This design comes from an exercise in tuning for small area and a short achievable clock period on the open sky130 flow, not from production work. At most, simulation tests tie the RTL to the original design; equivalence was not proved.

## main
Design DOUBLY_PIPELINE, start of the top module:
module DOUBLY_PIPELINE(clk,xi,yi,r,ang,xf,yf);
input signed [15:0] xi,yi;
input clk;
output signed [15:0] r,ang;
output signed [15:0] xf,yf;
reg signed [15:6] xr, yr;   
reg signed [15:0] a2,a3,a4,a5,a6,a7,a8;
reg signed [15:0] b2,b3,b4,b5,b6,b7;
reg        t2;
reg [1:0]  t3;
reg [2:0]  t4;
reg [3:0]  t5;
reg [4:0]  t6;
reg [5:0]  t7;
reg [5:0]  t8;
reg signed [15:0] x2,x3,x4,x5,x6,x7,x8;
reg signed [15:0] y2,y3,y4,y5,y6,y7,y8;
reg signed [15:0] r_q, xf_q, yf_q;
reg [13:0] ang_q;
reg svn2, svn3, svn4, svn5, svn6;         
reg dxn1, dxn2, dxn3, dxn4, dxn5, dxn6;   
wire [15:0] sc_r, sc_x, sc_y;
scale16 u_sr(.v(a8), .q(sc_r));
scale16 u_sx(.v(x8), .q(sc_x));
scale16 u_sy(.v(y8), .q(sc_y));
wire signed [15:0] a1, b1;
wire c_a1, c_b1;
wire [5:0] a1lo_n, b1lo_n; wire ca_n, cb_n;
add6_skl u_a1lo(.a(xi[5:0]), .b(yi[5:0]), .cin(1'b0), .s(a1lo_n), .cout(ca_n));
add6_skl u_b1lo(.a(yi[5:0]), .b(~xi[5:0]), .cin(1'b1), .s(b1lo_n), .cout(cb_n));
reg [5:0] a1lo, b1lo; reg ca, cb;
wire [9:0] a1hi, b1hi;
add10_skl u_a1hi(.a(xr[15:6]), .b(yr[15:6]), .cin(ca), .s(a1hi), .cout(c_a1));
add10_skl u_b1hi(.a(yr[15:6]), .b(~xr[15:6]), .cin(cb), .s(b1hi), .cout(c_b1));
assign a1 = {a1hi, a1lo};
assign b1 = {b1hi, b1lo};
wire signed [15:0] sh_a2 = b1 >>> 1;
wire [15:0] n_a2; wire co_a2;
add_skl16 u_a2(.a(a1), .b(sh_a2 ^ {16{b1[15]}}), .cin(b1[15]), .s(n_a2), .cout(co_a2));
  ...
export LEC_CHECK = 0
export CAP_MARGIN = 20
export CORE_MARGIN = 2
export CORE_UTILIZATION = 40
export CTS_CLUSTER_DIAMETER = 200
export CTS_CLUSTER_SIZE = 25
export SLEW_MARGIN = 20
create_clock -name core_clock -period 22.0 [get_ports {clk}]
standard.sh (not shown) runs the stock make flow with config.mk's settings and CLKGATE_MAP_FILE= SYNTH_SCRIPT=/design/flow/synth_recipe.tcl, a recipe that flattens the netlist after the stock synthesis.
==> flow/flow/run.sh <==
#!/bin/bash
set -euo pipefail
export BUFFER_PORTS_ARGS="-buffer_cell sky130_fd_sc_hd__buf_2"
export SETUP_SLACK_MARGIN=16.5
bash standard.sh > standard_flow.log 2>&1
main: all stages complete, timing, DRC and antenna checks passed
Setup changes, main to the feature branch
--- a/flow/design.v
+++ b/flow/design.v
@@ -37,20 +37,20 @@
 wire signed [15:0] sh_a2 = b1 >>> 1;
 wire [15:0] n_a2; wire co_a2;
 add_skl16 u_a2(.a(a1), .b(sh_a2 ^ {16{b1[15]}}), .cin(b1[15]), .s(n_a2), .cout(co_a2));
 wire signed [15:0] sh_b2 = a1 >>> 1;
 wire [15:0] n_b2; wire co_b2;
 add_skl16 u_b2(.a(b1), .b(sh_b2 ^ {16{~b1[15]}}), .cin(~b1[15]), .s(n_b2), .cout(co_b2));
 wire signed [15:0] sh_x2 = b1 >>> 1;
 wire [15:0] n_x2; wire co_x2;
-add_skl12 u_x2(.a(a1), .b(sh_x2 ^ {16{t3[0]}}), .cin(t3[0]), .s(n_x2), .cout(co_x2));
+add_skl10 u_x2(.a(a1), .b(sh_x2 ^ {16{t3[0]}}), .cin(t3[0]), .s(n_x2), .cout(co_x2));
 wire signed [15:0] sh_y2 = a1 >>> 1;
 wire [15:0] n_y2; wire co_y2;
-add_skl12 u_y2(.a(b1), .b(sh_y2 ^ {16{~t3[0]}}), .cin(~t3[0]), .s(n_y2), .cout(co_y2));
+add_skl10 u_y2(.a(b1), .b(sh_y2 ^ {16{~t3[0]}}), .cin(~t3[0]), .s(n_y2), .cout(co_y2));
 wire signed [15:0] sh_a3 = b2 >>> 2;
 wire [15:0] n_a3; wire co_a3;
 add_skl10 u_a3(.a(a2), .b(sh_a3 ^ {16{b2[15]}}), .cin(b2[15]), .s(n_a3), .cout(co_a3));
 wire signed [15:0] sh_b3 = a2 >>> 2;
 wire [15:0] n_b3; wire co_b3;
 add_skl10 u_b3(.a(b2), .b(sh_b3 ^ {16{~b2[15]}}), .cin(~b2[15]), .s(n_b3), .cout(co_b3));
 wire signed [15:0] sh_a4 = b3 >>> 3;
 wire [15:0] n_a4; wire co_a4;
@@ -236,59 +236,16 @@
 assign s[10] = a[10]^b[10]^c[10]; assign c[11] = (a[10]&b[10]) | (c[10]&(a[10]^b[10]));
 assign s[11] = a[11]^b[11]^c[11]; assign c[12] = (a[11]&b[11]) | (c[11]&(a[11]^b[11]));
 assign s[12] = a[12]^b[12]^c[12]; assign c[13] = (a[12]&b[12]) | (c[12]&(a[12]^b[12]));
 assign s[13] = a[13]^b[13]^c[13]; assign c[14] = (a[13]&b[13]) | (c[13]&(a[13]^b[13]));
 assign s[14] = a[14]^b[14]^c[14]; assign c[15] = (a[14]&b[14]) | (c[14]&(a[14]^b[14]));
 assign s[15] = a[15]^b[15]^c[15]; assign c[16] = (a[15]&b[15]) | (c[15]&(a[15]^b[15]));
 assign cout = c[16];
 endmodule
-module add_skl12(input [15:0] a, b, input cin, output [15:0] s, output cout);
-wire [15:0] p = a ^ b; wire [15:0] g = a & b;
-wire gg0 = g[0] | (p[0] & cin);
-wire gg1 = g[2] | (p[2] & g[1]); wire pp1 = p[2] & p[1];
-wire gg2 = g[4] | (p[4] & g[3]); wire pp2 = p[4] & p[3];
-wire gg3 = g[6] | (p[6] & g[5]); wire pp3 = p[6] & p[5];
-wire gg4 = g[8] | (p[8] & g[7]); wire pp4 = p[8] & p[7];
-wire gg5 = g[10] | (p[10] & g[9]); wire pp5 = p[10] & p[9];
-wire gg6 = g[1] | (p[1] & gg0);
-wire gg7 = gg1 | (pp1 & gg0);
-wire gg8 = g[5] | (p[5] & gg2); wire pp8 = p[5] & pp2;
-wire gg9 = gg3 | (pp3 & gg2); wire pp9 = pp3 & pp2;
-wire gg10 = g[9] | (p[9] & gg4); wire pp10 = p[9] & pp4;
-wire gg11 = gg5 | (pp5 & gg4); wire pp11 = pp5 & pp4;
-wire gg12 = g[3] | (p[3] & gg7);
-wire gg13 = gg2 | (pp2 & gg7);
-wire gg14 = gg8 | (pp8 & gg7);
-wire gg15 = gg9 | (pp9 & gg7);
-wire gg16 = g[11] | (p[11] & gg11); wire pp16 = p[11] & pp11;
-wire gg17 = g[7] | (p[7] & gg15);
-wire gg18 = gg4 | (pp4 & gg15);
-wire gg19 = gg10 | (pp10 & gg15);
-wire gg20 = gg11 | (pp11 & gg15);
-wire gg21 = gg16 | (pp16 & gg15);
-assign s[0] = p[0] ^ cin;
-assign s[1] = p[1] ^ gg0;
-assign s[2] = p[2] ^ gg6;
-assign s[3] = p[3] ^ gg7;
-assign s[4] = p[4] ^ gg12;
-assign s[5] = p[5] ^ gg13;
-assign s[6] = p[6] ^ gg14;
-assign s[7] = p[7] ^ gg15;
-assign s[8] = p[8] ^ gg17;
-assign s[9] = p[9] ^ gg18;
-assign s[10] = p[10] ^ gg19;
-assign s[11] = p[11] ^ gg20;
-wire [16:12] c; assign c[12] = gg21;
-assign s[12] = a[12]^b[12]^c[12]; assign c[13] = (a[12]&b[12]) | (c[12]&(a[12]^b[12]));
-assign s[13] = a[13]^b[13]^c[13]; assign c[14] = (a[13]&b[13]) | (c[13]&(a[13]^b[13]));
-assign s[14] = a[14]^b[14]^c[14]; assign c[15] = (a[14]&b[14]) | (c[14]&(a[14]^b[14]));
-assign s[15] = a[15]^b[15]^c[15]; assign c[16] = (a[15]&b[15]) | (c[15]&(a[15]^b[15]));
-assign cout = c[16];
-endmodule
 module add_skl16(input [15:0] a, b, input cin, output [15:0] s, output cout);
 wire [15:0] p = a ^ b; wire [15:0] g = a & b;
 wire gg0 = g[0] | (p[0] & cin);
 wire gg1 = g[2] | (p[2] & g[1]); wire pp1 = p[2] & p[1];
 wire gg2 = g[4] | (p[4] & g[3]); wire pp2 = p[4] & p[3];
 wire gg3 = g[6] | (p[6] & g[5]); wire pp3 = p[6] & p[5];
 wire gg4 = g[8] | (p[8] & g[7]); wire pp4 = p[8] & p[7];
 wire gg5 = g[10] | (p[10] & g[9]); wire pp5 = p[10] & p[9];
[summary]
- The via count reported for the feature branch is higher than the one for main.
- Going from main to the feature branch, final cell count grew by 2.3%, vertical die dimension rose about 0.7%, final net count moved up.
- Comparing the feature branch and main, the higher initial antenna violation count is on main.
- main -> the feature branch: number of non-clock inverters increased by more than 10%
- Compared with main, the feature branch shows a final area that is 480 um^2 higher.
- Row die outline width: the feature branch higher / main lower
- Routed wire length grows slightly when moving from main to the feature branch.
- Compared with main, the feature branch shows a final hold slack that is 0.0093 ns higher.
The RTL of the feature branch was laid out without a check of its function.

-- separate check: timing with driven ports --
No port has a modelled driver above. Below, the same layouts with a new extraction and two added sets of constraints. Step 1 (the two cells are an assumption about what drives the block):
set clk [get_ports {clk}]
set_driving_cell -lib_cell sky130_fd_sc_hd__clkbuf_16 $clk
set_driving_cell -lib_cell sky130_fd_sc_hd__buf_2 [delete_from_list [all_inputs] $clk]
Step 2 adds t to the input delays and takes it off the output delays; t is the mean of the earliest and latest rising clock arrival at the registers after step 1. Input paths then give back, and output paths get back, about the clock's delay inside the block. Three values: ideal ports, drivers, drivers and shift; two values: the first two.
| run | t (ns) | slack for setup (ns) | clock arrival spread, ns | worst slew at a driven data input, ns |
|---|---|---|---|---|
| main | 0.656 | 16.540 / 16.479 / 16.144 | 0.042 / 0.042 | 0.03 |
| the feature branch | 0.655 | 16.504 / 16.442 / 16.158 | 0.038 / 0.038 | 0.03 |
After both steps setup and hold are still met in every run listed. For main, which loses most, drivers alone change the setup slack by -0.061 ns; drivers and shift together by -0.396 ns.
